This is an optimization exercise on Yosys and OpenROAD, whose aim is small area, not a production implementation. Only the layout flow was run in this run; the RTL was not checked for function there. Power figures rest on the tool's default switching activity, not on a simulated workload.

`design/flow/run.sh`:
```
#!/bin/bash
# synth_recipe.tcl (not shown) runs the flow's synth.tcl, then flattens the netlist and writes it again
# the make line also repeats each setting of config.mk as NAME=value (left out here)
make -C /OpenROAD-flow-scripts/flow DESIGN_CONFIG=/design/flow/config.mk WORK_HOME=/design/flow/orfs CLKGATE_MAP_FILE= SYNTH_SCRIPT=/design/flow/synth_recipe.tcl finish
```
`design/flow/config.mk`:
```
export PLATFORM = sky130hd
export DESIGN_NAME = temp_top
export DESIGN_NICKNAME = temp_top
export VERILOG_FILES = /design/flow/design.v
export SDC_FILE = /design/flow/constraint.sdc
export NUM_CORES = 4
export LEC_CHECK = 0
export CAP_MARGIN = 20
export CORE_MARGIN = 2
export CORE_UTILIZATION = 40
export SLEW_MARGIN = 20
```
`design/flow/constraint.sdc`:
```
create_clock -name core_clock -period 250.0 [get_ports {clk}]
set_input_delay 50.0000 -clock core_clock [delete_from_list [all_inputs] [get_ports {clk}]]
set_output_delay 50.0000 -clock core_clock [all_outputs]
set_load 0.01 [all_outputs]
```
`design/flow/design.v`:
```
module dig_demo #(parameter MS_1= 16'd50000)(
    input                                   clk                 ,    
    input                                   rst_n               ,    
    input               [15:0]              data_in             ,
    input               [ 1:0]              ratio               ,
    output      reg     [ 5:0]              SEL                 ,    
    output      reg     [ 7:0]              DIG                      
);
    reg                 [15:0]              cnt_flicker         ;    
    wire                                    SEL_change          ;    
    reg                 [ 3:0]              tmp_data            ;    
    reg                                     point               ;
    wire                [ 6:0]              part_integer        ;    
    reg                 [13:0]              part_decimal        ;    
    always @(posedge clk or negedge rst_n) begin
        if (!rst_n) begin
            cnt_flicker <= 'd0;
        end
        else if (SEL_change) begin
            cnt_flicker <= 'd0;
        end
        else begin
            cnt_flicker <= cnt_flicker + 'd1; 
        end
    end
    assign SEL_change = cnt_flicker >= MS_1 - 'd1 ? 1'b1 : 1'b0;
    always @(posedge clk or negedge rst_n) begin
        if (!rst_n) begin
            SEL <= 6'b011_111;
        end
        else if (SEL_change) begin
            SEL <= {SEL[4:0],SEL[5]};
        end
        else begin
            SEL <= SEL;
        end
    end
    assign part_integer = data_in[10:4];
    always @(*) begin
        case (ratio)
            2'd1 : part_decimal = data_in[3] ? 5 : 0;
            2'd2 : part_decimal = data_in[3] * 50 + data_in[2] * 25;
            2'd3 : part_decimal = data_in[3] * 500 + data_in[2] * 250 + data_in[1] * 125;
            default: part_decimal = data_in[3] * 5000 + data_in[2] * 2500 + data_in[1] * 1250 + data_in[0] * 625;
        endcase
    end
    always @(*) begin
        tmp_data = 4'd10;
        point = 1'b1;
        case (ratio)
            2'd0 : 
                begin 
                    case (SEL)
                        6'b111_110 : begin tmp_data = part_integer % 100 / 10;point = 1;end
                        6'b111_101 : begin tmp_data = part_integer % 100 % 10;point = 0;end
                        6'b111_011 : begin tmp_data = part_decimal / 1000;point = 1;end
                        6'b110_111 : begin tmp_data = part_decimal % 1000 / 100;point = 1;end
                        6'b101_111 : begin tmp_data = part_decimal % 1000 % 100 / 10;point = 1;end
                        6'b011_111 : begin tmp_data = part_decimal % 1000 % 100 % 10;point = 1;end
                    endcase
                end
            2'd1 : 
                begin 
                    case (SEL)
                        6'b111_110 : begin tmp_data = data_in[11] ? 11 : 10;point = 1;end
                        6'b111_101 : begin tmp_data = 10;point = 1;end
                        6'b111_011 : begin tmp_data = part_integer / 100 ? 1 : 10;point = 1;end
                        6'b110_111 : begin tmp_data = part_integer % 100 / 10;point = 1;end
                        6'b101_111 : begin tmp_data = part_integer % 100 % 10;point = 0;end
                        6'b011_111 : begin tmp_data = part_decimal;point = 1;end
                    endcase
                end
            2'd2 : 
                begin 
                    case (SEL)
                        6'b111_110 : begin tmp_data = data_in[11] ? 11 : 10;point = 1;end
                        6'b111_101 : begin tmp_data = part_integer / 100 ? 1 : 10;point = 1;end
                        6'b111_011 : begin tmp_data = part_integer % 100 / 10;point = 1;end
                        6'b110_111 : begin tmp_data = part_integer % 100 % 10;point = 0;end
                        6'b101_111 : begin tmp_data = part_decimal / 10;point = 1;end
                        6'b011_111 : begin tmp_data = part_decimal % 10;point = 1;end
                    endcase
                end
            2'd3 : 
                begin 
                    case (SEL)
                        6'b111_110 : begin tmp_data = data_in[11] ? 11 : 10;point = 1;end
                        6'b111_101 : begin tmp_data = part_integer % 100 / 10;point = 1;end
                        6'b111_011 : begin tmp_data = part_integer % 100 % 10;point = 0;end
                        6'b110_111 : begin tmp_data = part_decimal / 100;point = 1;end
                        6'b101_111 : begin tmp_data = part_decimal % 100 / 10;point = 1;end
                        6'b011_111 : begin tmp_data = part_decimal % 100 % 10;point = 1;end
                    endcase
                end
        endcase
    end
    always @(*) begin
        case (tmp_data)
            4'd0 : DIG = {point, 7'b100_0000};
            4'd1 : DIG = {point, 7'b111_1001};
            4'd2 : DIG = {point, 7'b010_0100};
            4'd3 : DIG = {point, 7'b011_0000};
            4'd4 : DIG = {point, 7'b001_1001};
            4'd5 : DIG = {point, 7'b001_0010};
            4'd6 : DIG = {point, 7'b000_0010};
            4'd7 : DIG = {point, 7'b111_1000};
            4'd8 : DIG = {point, 7'b000_0000};
            4'd9 : DIG = {point, 7'b001_0000};
            4'd10: DIG = {point, 7'b111_1111};
            4'd11: DIG = {point, 7'b011_1111};
            default : DIG = 8'b1111_1111;
        endcase
    end
endmodule
module ds18b20 #(parameter MS_200 = 24'd10_000_000)(
    input                               clk             ,
    input                               rst_n           ,
    input           [ 2:0]              press           ,
    input                               dq_in           ,
    output  reg                         dq_out          ,
    output  reg     [15:0]              data_out        ,
    output  reg     [ 1:0]              ratio_out
);
    parameter   IDLE            =   6'b000_001  ,
                INIT            =   6'b000_010  ,
                SKROM           =   6'b000_100  ,
                SET             =   6'b001_000  ,
                CONVERT         =   6'b010_000  ,
                READ            =   6'b100_000  ;
    parameter   order_skrom     =   8'hcc       ,
                order_wrscr     =   8'h4e       ,
                order_convert   =   8'h44       ,
                order_rdscr     =   8'hbe       ,
                temp_hight      =   8'h28       ,  
                temp_low        =   8'hf6       ;  
    reg             [ 5:0]              state_c         ;  
    reg             [ 5:0]              state_n         ;  
    wire                                idle2init       ;
    wire                                init2idle       ;  
    wire                                init2skrom      ;
    wire                                skrom2set       ;
    wire                                skrom2convert   ;
    wire                                skrom2read      ;
    wire                                set2idle        ;
    wire                                convert2idle    ;
    wire                                read2idle       ;
    reg             [23:0]              cnt_400ms       ;
    wire                                add_cnt_400ms   ;
    wire                                end_cnt_400ms   ;
    reg             [14:0]              MAX_slot        ;  
    reg             [ 2:0]              MAX_bit         ;  
    reg             [ 2:0]              MAX_byte        ;  
    reg             [14:0]              cnt_slot        ;  
    wire                                add_cnt_slot    ;
    wire                                end_cnt_slot    ;
    reg             [ 2:0]              cnt_bit         ;  
    wire                                add_cnt_bit     ;
    wire                                end_cnt_bit     ;
    reg             [ 3:0]              cnt_byte        ;  
    wire                                add_cnt_byte    ;
    wire                                end_cnt_byte    ;
    reg             [ 7:0]              send_data       ;  
    reg                                 flag_set        ;  
    reg                                 flag_convert    ;  
    reg                                 flag_read       ;  
    reg             [ 7:0]              ratio           ;
    reg                                 receive_en      ;  
    reg             [15:0]              receive_data    ;  
    always @(posedge clk or negedge rst_n) begin
        if (!rst_n) begin
            state_c <= IDLE;
        end
        else begin
            state_c <= state_n;
        end
    end
    always @(*) begin
        case (state_c)
            IDLE    :
                begin
                    if (idle2init) begin
                        state_n = INIT;
                    end
                    else begin
                        state_n = state_c;
                    end
                end
            INIT    :
                begin
                    if (init2idle) begin
                        state_n = IDLE;
                    end
                    else if (init2skrom) begin
                        state_n = SKROM;
                    end
                    else begin
                        state_n = state_c;
                    end
                end
            SKROM   :
                begin
                    if (skrom2set) begin
                        state_n = SET;
                    end
                    else if (skrom2convert) begin
                        state_n = CONVERT;
                    end
                    else if (skrom2read) begin
                        state_n = READ;
                    end
                    else begin
                        state_n = state_c;
                    end
                end
            SET     :
                begin
                    if (set2idle) begin
                        state_n = IDLE;
                    end
                    else begin
                        state_n = state_c;
                    end
                end
            CONVERT :
                begin
                    if (convert2idle) begin
                        state_n = IDLE;
                    end
                    else begin
                        state_n = state_c;
                    end
                end
            READ    :
                begin
                    if (read2idle) begin
                        state_n = IDLE;
                    end
                    else begin
                        state_n = state_c;
                    end
                end
            default : state_n = state_c;
        endcase
    end
    assign idle2init     = state_c == IDLE && (flag_convert || flag_set || flag_read);
    assign init2idle     = state_c == INIT && receive_en && end_cnt_byte && receive_data != 'd1;
    assign init2skrom    = state_c == INIT && receive_en && end_cnt_byte && receive_data == 'd1;
    assign skrom2set     = state_c == SKROM && flag_set && end_cnt_byte;
    assign skrom2convert = state_c == SKROM && flag_convert && end_cnt_byte;
    assign skrom2read    = state_c == SKROM && flag_read && end_cnt_byte;
    assign set2idle      = state_c == SET && end_cnt_byte;
    assign convert2idle  = state_c == CONVERT && receive_data == 'd1;
    assign read2idle     = state_c == READ && receive_en && end_cnt_byte;
    always @(posedge clk or negedge rst_n) begin
        if (!rst_n) begin
            cnt_400ms <= 'd0;
        end
        else if (add_cnt_400ms) begin
            if (end_cnt_400ms) begin
                cnt_400ms <= 'd0;
            end
            else begin
                cnt_400ms <= cnt_400ms + 'd1;
            end
        end
        else begin
            cnt_400ms <= 'd0;
        end
    end
    assign add_cnt_400ms = 1'b1;
    assign end_cnt_400ms = add_cnt_400ms && cnt_400ms >= MS_200 - 'd1;
    always @(posedge clk or negedge rst_n) begin
        if (!rst_n) begin
            flag_set <= 1'b0;
        end
        else if (press) begin
            flag_set <= 1'b1;
        end
        else if (set2idle) begin
            flag_set <= 1'b0;
        end
        else begin
            flag_set <= flag_set;
        end
    end
    always @(posedge clk or negedge rst_n) begin
        if (!rst_n) begin
            ratio <= 8'h7f; 
        end
        else begin
            case (press)
                3'b000 : ratio <= ratio;
                3'b100 : ratio <= 8'h1f;
                3'b010 : ratio <= 8'h3f;
                3'b001 : ratio <= 8'h5f;
                default: ratio <= 8'h7f;
            endcase
        end
    end
    always @(posedge clk or negedge rst_n) begin
        if (!rst_n) begin
            ratio_out <= 'd0;
        end
        else if (state_c == READ && receive_en && end_cnt_byte) begin
            case (ratio)
                8'h1f : ratio_out <= 'd1;  
                8'h3f : ratio_out <= 'd2;  
                8'h5f : ratio_out <= 'd3;  
                default: ratio_out <= 'd0;  
            endcase
        end
        else begin
            ratio_out <= ratio_out;
        end
    end
    always @(posedge clk or negedge rst_n) begin
        if (!rst_n) begin
            flag_convert <= 'd0;
        end
        else if (end_cnt_400ms) begin
            flag_convert <= 'd1;
        end
        else if (convert2idle) begin
            flag_convert <= 'd0;
        end
        else begin
            flag_convert <= flag_convert;
        end
    end
    always @(posedge clk or negedge rst_n) begin
        if (!rst_n) begin
            flag_read <= 'd0;
        end
        else if (convert2idle) begin
            flag_read <= 'd1;
        end
        else if (read2idle) begin
            flag_read <= 'd0;
        end
        else begin
            flag_read <= flag_read;
        end
    end
    always @(posedge clk or negedge rst_n) begin
        if (!rst_n) begin
            receive_en <= 'd0;
        end
        else if (state_c == INIT || state_c == CONVERT || state_c == READ) begin
            if (end_cnt_byte) begin
                receive_en <= 'd1;
            end
            else begin
                receive_en <= receive_en;
            end
        end
        else begin
            receive_en <= 'd0;
        end
    end
    always @(*) begin
        case (state_c)
            IDLE :
                begin
                    MAX_slot = 15'd5; 
                    MAX_bit = 3'd0; 
                    MAX_byte = 2'd0;
                end
            INIT : 
                begin
                    MAX_slot = 15'd25000;  
                    MAX_bit = 3'd0;  
                    MAX_byte = 2'd0;
                end
            SKROM :
                begin
                    MAX_slot = 15'd4000;  
                    MAX_bit = 3'd7;  
                    MAX_byte = 2'd0;  
                end
            SET :
                begin
                    MAX_slot = 15'd4000;  
                    MAX_bit = 3'd7;  
                    MAX_byte = 2'd3;  
                end
            CONVERT :
                begin
                    MAX_slot = 15'd4000;  
                    MAX_bit = 3'd7;  
                    MAX_byte = 2'd0;  
                end
            READ :
                begin
                    if (receive_en) begin
                        MAX_slot = 15'd4000;  
                        MAX_bit = 3'd7;  
                        MAX_byte = 2'd1;  
                    end
                    else begin
                        MAX_slot = 15'd4000;  
                        MAX_bit = 3'd7;  
                        MAX_byte = 2'd0;  
                    end
                end
            default :
                begin
                    MAX_slot = 15'd5;
                    MAX_bit = 3'd0;
                    MAX_byte = 2'd0;
                end
        endcase
    end
    always @(posedge clk or negedge rst_n) begin
        if (!rst_n) begin
            cnt_slot <= 15'd0;
        end
        else if (add_cnt_slot) begin
            if (end_cnt_slot) begin
                cnt_slot <= 15'd0;
            end
            else begin
                cnt_slot <= cnt_slot + 15'd1;
            end
        end
        else begin
            cnt_slot <= 15'd0;
        end
    end
    assign add_cnt_slot = state_c != IDLE;
    assign end_cnt_slot = add_cnt_slot && cnt_slot >= MAX_slot - 15'd1;
    always @(posedge clk or negedge rst_n) begin
        if (!rst_n) begin
            cnt_bit <= 3'd0;
        end
        else if (add_cnt_bit) begin
            if (end_cnt_bit) begin
                cnt_bit <= 3'd0;
            end
            else begin
                cnt_bit <= cnt_bit + 3'd1;
            end
        end
        else begin
            cnt_bit <= cnt_bit;
        end
    end
    assign add_cnt_bit = end_cnt_slot;
    assign end_cnt_bit = add_cnt_bit && cnt_bit >= MAX_bit;
    always @(posedge clk or negedge rst_n) begin
        if (!rst_n) begin
            cnt_byte <= 'd0;
        end
        else if (add_cnt_byte) begin
            if (end_cnt_byte) begin
                cnt_byte <= 'd0;
            end
            else begin
                cnt_byte <= cnt_byte + 'd1;
            end
        end
        else begin
            cnt_byte <= cnt_byte;
        end
    end
    assign add_cnt_byte = end_cnt_bit;
    assign end_cnt_byte = add_cnt_byte && cnt_byte >= MAX_byte;
    always @(*) begin
        case (state_c)
            SKROM : send_data = order_skrom;
            SET : 
                begin
                    case (cnt_byte)
                        0 : send_data = order_wrscr;
                        1 : send_data = temp_hight;  
                        2 : send_data = temp_low;  
                        3 : send_data = ratio;  
                        default: send_data = 'd0;
                    endcase
                end
            CONVERT : send_data = order_convert;
            READ : send_data = order_rdscr;
            default: send_data = 'd0;
        endcase
    end
    always @(*) begin
        case (state_c)
            IDLE : dq_out = 1'b1;
            INIT : 
                begin
                    if (receive_en) begin
                        dq_out = 1'b1;
                    end
                    else begin
                        dq_out = 1'b0;
                    end
                end
            SKROM, SET, CONVERT, READ: 
                begin
                    if (receive_en) begin
                        if (cnt_slot <= 150) begin
                            dq_out = 1'b0;
                        end
                        else begin
                            dq_out = 1'b1;
                        end
                    end
                    else begin  
                        if (send_data[cnt_bit]) begin  
                            if (cnt_slot <= 350) begin  
                                dq_out = 1'b0;
                            end
                            else begin
                                dq_out = 1'b1;
                            end
                        end
                        else begin  
                            if (cnt_slot <= 3500) begin  
                                dq_out = 1'b0;
                            end
                            else begin
                                dq_out = 1'b1;  
                            end
                        end 
                    end
                end
            default: dq_out = 1'b1;
        endcase
    end
    always @(posedge clk or negedge rst_n) begin
        if (!rst_n) begin
            receive_data <= 'd0;
        end
        else if (receive_en) begin
            if (state_c == INIT) begin
                if (dq_in == 1'b0) begin
                    receive_data <= 'd1;
                end
                else begin
                    receive_data <= receive_data;
                end
            end
            else if (state_c == CONVERT) begin
                if (cnt_slot == 600) begin
                    receive_data[0] <= dq_in;
                end
                else begin
                    receive_data <= receive_data;
                end
            end
            else begin
                if (cnt_slot == 600) begin
                    receive_data[(cnt_byte << 3) + cnt_bit] <= dq_in;
                end
                else begin
                    receive_data <= receive_data;
                end
            end
        end
        else begin
            receive_data <= 'd0;
        end
    end
    always @(posedge clk or negedge rst_n) begin
        if (!rst_n) begin
            data_out <= 'd0;
        end
        else if (state_c == READ && receive_en && end_cnt_byte) begin
            data_out <= receive_data;
        end
        else begin
            data_out <= data_out;
        end
    end
endmodule
module key_filter #(parameter MS_20 = 20'd1000_000)(
    input                               clk         ,
    input                               rst_n       ,
    input           [ 2:0]              key_in      ,
    output  reg     [ 2:0]              press
);
    reg             [ 2:0]              key_0       ;  
    reg             [ 2:0]              key_1       ;  
    wire            [ 2:0]              key_nedge   ;  
    reg                                 add_flag    ;  
    reg             [19:0]              delay_cnt   ;  
    always @(posedge clk or negedge rst_n) begin
        if (!rst_n) begin
            key_0 <= 'b1;
            key_1 <= 'b1;
        end
        else begin
            key_0 <= key_in;
            key_1 <= key_0;
        end
    end
    assign key_nedge = ~key_0 & key_1;
    always @(posedge clk or negedge rst_n) begin
        if (!rst_n) begin
            add_flag <= 'b0;
        end
        else if (key_nedge) begin
            add_flag <= 'b1;
        end
        else if (delay_cnt >= MS_20 - 1) begin
            add_flag <= 'b0;
        end
        else begin
            add_flag <= add_flag;
        end
    end
    always @(posedge clk or negedge rst_n) begin
        if (!rst_n) begin
            delay_cnt <= 20'd0;
        end
        else if (add_flag) begin
            if (delay_cnt >= MS_20 - 1) begin
                delay_cnt <= 20'd0;
            end
            else begin
                delay_cnt <= delay_cnt + 1;
            end
        end
        else begin
            delay_cnt <= 20'd0;
        end
    end
    always @(posedge clk or negedge rst_n) begin
        if (!rst_n) begin
            press <= 'b0;
        end
        else if (delay_cnt >= MS_20 - 1) begin
            press <= ~key_in;
        end
        else begin
            press <= 'b0;
        end
    end
endmodule
module temp_top #(parameter   MS_200 = 24'd400_000)(
    input                               clk             ,
    input                               rst_n           ,
    input           [ 2:0]              key_in          ,
    input                               dq_in           ,
    output                              dq_out          ,
    output          [ 5:0]              SEL             ,
    output          [ 7:0]              DIG
);
    wire            [15:0]              data            ;
    wire            [ 2:0]              press           ;
    wire            [ 1:0]              ratio           ;
    ds18b20 #(.MS_200(MS_200))      U_ds18b20(
           .clk            (clk    ),
           .rst_n          (rst_n  ),
           .press          (press  ),
           .dq_in          (dq_in  ),
           .dq_out         (dq_out ),
           .data_out       (data   ),
           .ratio_out      (ratio  )
    );
    dig_demo                        U_dig_demo(
           .clk            (clk    ),  
           .rst_n          (rst_n  ),  
           .data_in        (data   ),
           .ratio          (ratio  ),
           .SEL            (SEL    ),  
           .DIG            (DIG    )   
    );
    key_filter                      U_key_filter(
           .clk            (clk    ),
           .rst_n          (rst_n  ),
           .key_in         (key_in ),
           .press          (press  )   
    );
endmodule
```
==> notes.md <==
==> path summary, 6_finish.rpt <==
kind | cells past startpoint | startpoint | end
worst max-delay path | 47 | U_ds18b20.data_out[2]$_DFFE_PN0P_ | DIG[1]
worst min-delay path | 0 | U_key_filter.key_0[0]$_DFF_PN1_ | U_key_filter.key_1[0]$_DFF_PN1_
worst max register to register | 29 | U_ds18b20.state_c[3]$_DFFE_PN0P_ | U_ds18b20.data_out[0]$_DFFE_PN0P_
worst min register to register | 0 | U_key_filter.key_0[0]$_DFF_PN1_ | U_key_filter.key_1[0]$_DFF_PN1_
max in group asynchronous | 2 | rst_n | U_key_filter.delay_cnt[1]$_DFF_PN0_
min in group asynchronous | 1 | rst_n | U_dig_demo.cnt_flicker[10]$_DFF_PN0_
==> logic make-up (layout without fill, tap and decap cells) <==
| logic type | count (synthesis) | after routing | share of synthesized area |
|---|---|---|---|
| AND/OR/NAND/NOR | 961 | 961 | 0.2664 |
| AO/OA/AOI/OAI | 839 | 839 | 0.3405 |
| buffers and inverters | 175 | 135 | 0.04024 |
| flip-flops | 140 | 140 | 0.1960 |
| XOR/XNOR | 138 | 138 | 0.07030 |
| adder cells (fa/ha/maj) | 70 | 70 | 0.04896 |
| multiplexers | 59 | 59 | 0.03724 |
| other | 2 | 7 | 0.0004186 |
==> critical path, delay by kind of cell (launching register included) <==
kind,cells,cell delay (ps)
AOI/OAI and AO/OA,22,6890
and+or+nand+nor,11,3590
adders and majority gates,5,2120
buffers and inverters,4,1500
muxes,3,890
DFF,1,750
xor gates and xnor gates,2,340
==> sequential cells by signal (all words and copies together), names as in the netlist, 4 cells and up <==
register / count
U_dig_demo.cnt_flicker: 16
U_ds18b20.cnt_400ms: 24
U_ds18b20.state_c: 6
U_key_filter.delay_cnt: 20
U_ds18b20.cnt_slot: 15
U_ds18b20.cnt_byte: 4
U_dig_demo.SEL: 6
U_ds18b20.data_out: 12
U_ds18b20.receive_data: 16
==> layout make-up <==
type | count | share of cell area
inverter | 57 | 0.01115
clock buffer | 18 | 0.02288
tap | 592 | 0.03860
multi-input combinational | 2074 | 0.7159
timing repair buffer | 46 | 0.02067
sequential | 140 | 0.1832
clock inverter | 14 | 0.007563
==> synth_stat cells (all sizes together) (41+ instances only) <==
master    n  area, µm²
a21oi   167      858.3
o211ai   44      372.9
nand2   222      835.8
xnor2    90      803.3
dfrtp   130       3253
a31oi    41      286.5
and3     42      262.8
ha       59      738.2
nand3   110      555.5
nor3     77      406.7
xor2     46      410.4
inv      57      214.0
nor2    246      928.4
clkbuf   90      337.8
o21ai   180      908.4
==> routing by layer <==
| layer | vias to the layer above | GRT usage | share of wire |
|---|---|---|---|
| li1 | 9020 | - | - |
| met5 | - | 0 | 0 |
| met2 | 677 | 0.3697 | 0.47 |
| met4 | 0 | 0.08506 | 0.029 |
| met1 | 8894 | 0.3034 | 0.45 |
| met3 | 124 | 0.02185 | 0.055 |
==> per-stage QoR <==
| stage | setup WS [ps] | cell area (µm²) | total power [W] | hold slack (ps) |
|---|---|---|---|---|
| 4_1_cts | 183600 | 19190 | 0.00006090 | 370.9 |
| 2_1_floorplan | 187200 | 17960 | 0.00003301 | 353.7 |
| 3_3_place_gp | 184590 | 18610 | 0.00003557 | 355.5 |
| 3_5_place_dp | 184100 | 18610 | 0.00003589 | 361.0 |
| 6_report | 183410 | 19190 | 0.00006032 | 369.5 |
| 5_1_grt | 182010 | 19190 | 0.00006373 | 375.9 |
==> power groups by stage <==
| stage | Clock (W) | Combinational, W | Sequential, W |
|---|---|---|---|
| 6_report | 0.0000248 | 0.00000977 | 0.0000258 |
| 5_1_grt | 0.0000263 | 0.0000113 | 0.0000261 |
| 4_1_cts | 0.0000253 | 0.00000978 | 0.0000258 |
| 3_5_place_dp | 0 | 0.00000968 | 0.0000262 |
| 3_3_place_gp | 0 | 0.00000941 | 0.0000262 |
| 2_1_floorplan | 0 | 0.00000738 | 0.0000256 |
==> flow_summary_export.csv <==
group,metric,value,unit
setup_path,cp_slowest_stage_delay,750,ps
clocking,postCtsSetupRepairBufs,0,
yosys,ys_types,130,
timing,setup_viol,0,
cells_and_area,n_fill_cell,4440,
setup_path,worstSetupPathType,"reg -> out",
place,gp_congestion,0.8941,
pwr,peakVddDrop,0.005744,mV
cells_and_area,fin_cells,2941,
grt,antenna_found_initial,0,
floorplanning,fp.dieW,215.8,µm
clocking,clock_latency,440,ps
floorplanning,start_util,0.4057,
floorplanning,boundaryPins,21,
grt,grt_first_pass_wirelength,88670,µm
cells_and_area,drive_gt1_frac,0.09366,
timing,post-route-period-util,0.2664,
timing,hold_viol,0,
place,dp.cells,2909,
timing,slew_headroom,0.3095,
grt,grt_max_degree,77,
yosys,yosysWarnings,3,
yosys,synth_seq_cells,140,
pwr,combPwrFrac,0.162,
timing,fin_tns_setup,0,ps
timing,worst_clock_skew,9.193,ps
timing,worst_pin_slew,1029,ps
grt,grt_pass1_vias,17748,
pwr,power_switching,0.00001913,W
yosys,ys.flop_type,"dfrtp_1",
setup_path,crit_top_cell,"ha_1",
timing,min_period,66590,ps
setup_path,endpoint_kind,"output pin",
route,num_vias,18715,
route,ant_nets,0,
route,drt_wl_total,52990,µm
cells_and_area,nNetsFinal,2404,
setup_path,cp_max_fo,25,
route,drt-initial-drc-count,1807,
setup_path,startpoint_type,"flip-flop",
yosys,synth_edf_count,0,
clocking,clock_sinks,140,
setup_path,critPathArrivalTime,16590,ps
grt,overflow,0,
pwr,p_int,0.00004119,W
cells_and_area,regArea,3516,µm²
clocking,hold_buffers,0,
clocking,cts_buffers,17,
route,wl_per_cell,18.02,µm
place,port_buffers,20,
cells_and_area,final_util,0.4340,
floorplanning,core-area,44220,µm²
worst_hold_path,hold_class,"reg -> reg",
cells_and_area,synthToLayoutAreaGrowth,6.967,%
clocking,cts_buffer_depth,2,
timing,maxSlewViolCount,0,
clocking,tritoncts,"yes",
cells_and_area,final_common_cell,"nor2_1",
outcome,status,"complete, no violations",
setup_path,r2r_slack,244090,ps
route,post-route-drc-count,0,
yosys,synth_cells,2384,
cells_and_area,layout_common_cells,"244 x nor2_1, 221 x nand2_1, 161 x a21oi_1",
pwr,power_frac_seq,0.427,
setup_path,critPathRequiredTime,200000,ps
clocking,cts_resized,0,
route,vias_per_cell,6.363,
yosys,synth_seq_area_share,0.1960,
grt,track_usage,0.2243,
yosys,ys_async_sr_fraction,1.000,
floorplanning,rows,77,
pwr,swShare,0.3171,
setup_path,slowest_stage,"dfrtp_1",
timing,fmax,15.02,MHz
pwr,p_clk_frac,0.411,
route,firstDrtPassIters,6,
floorplanning,die_height,215.8,µm
yosys,postSynthAreaPerCell,7.526,µm²
run,cap_violations,0,
place,post-dp-hpwl,39530,µm
clocking,path_clk_slew,70,ps
pwr,power.leakage,7.503,nW
clocking,ctsHtreeMaxLevel,4,
cells_and_area,diodes,0,
clocking,cts_root_buf,"clkbuf_16",
pwr,p_per_area,3.143,nW/µm²
cells_and_area,multi_input_area,13740,µm²
floorplanning,dieArea,46560,µm²
timing,rsz0062_at_grt,"no",
yosys,synth_area,17940,µm²

static timing again, ports no longer ideal:
The flow's constraints put no driver on any port. The routed layout listed below was extracted and timed again, unchanged, in two steps. Step 1 (the two cells are an assumption about what drives the block):
set clk [get_ports {clk}]
set_driving_cell -lib_cell sky130_fd_sc_hd__clkbuf_16 $clk
set_driving_cell -lib_cell sky130_fd_sc_hd__buf_2 [delete_from_list [all_inputs] $clk]
Step 2 times the ports against the registers' clock, not the clock port: input delays grow and output delays shrink by t, the midpoint of the rising clock arrivals with the driver on. Slacks: ideal ports / drivers / drivers and shift; pairs: ideal ports / drivers.
shift t [ns]: 0.474
setup WS [ns]: 183.408 / 183.366 / 183.840
worst setup path at the end: register to output
worst register clock-pin slew, ns: 0.07 / 0.07
cell pins on the clock port's net: 1
After both steps this run still meets setup and hold. The setup slack of this run moves by -0.042 ns with the drivers and by +0.432 ns with both steps.
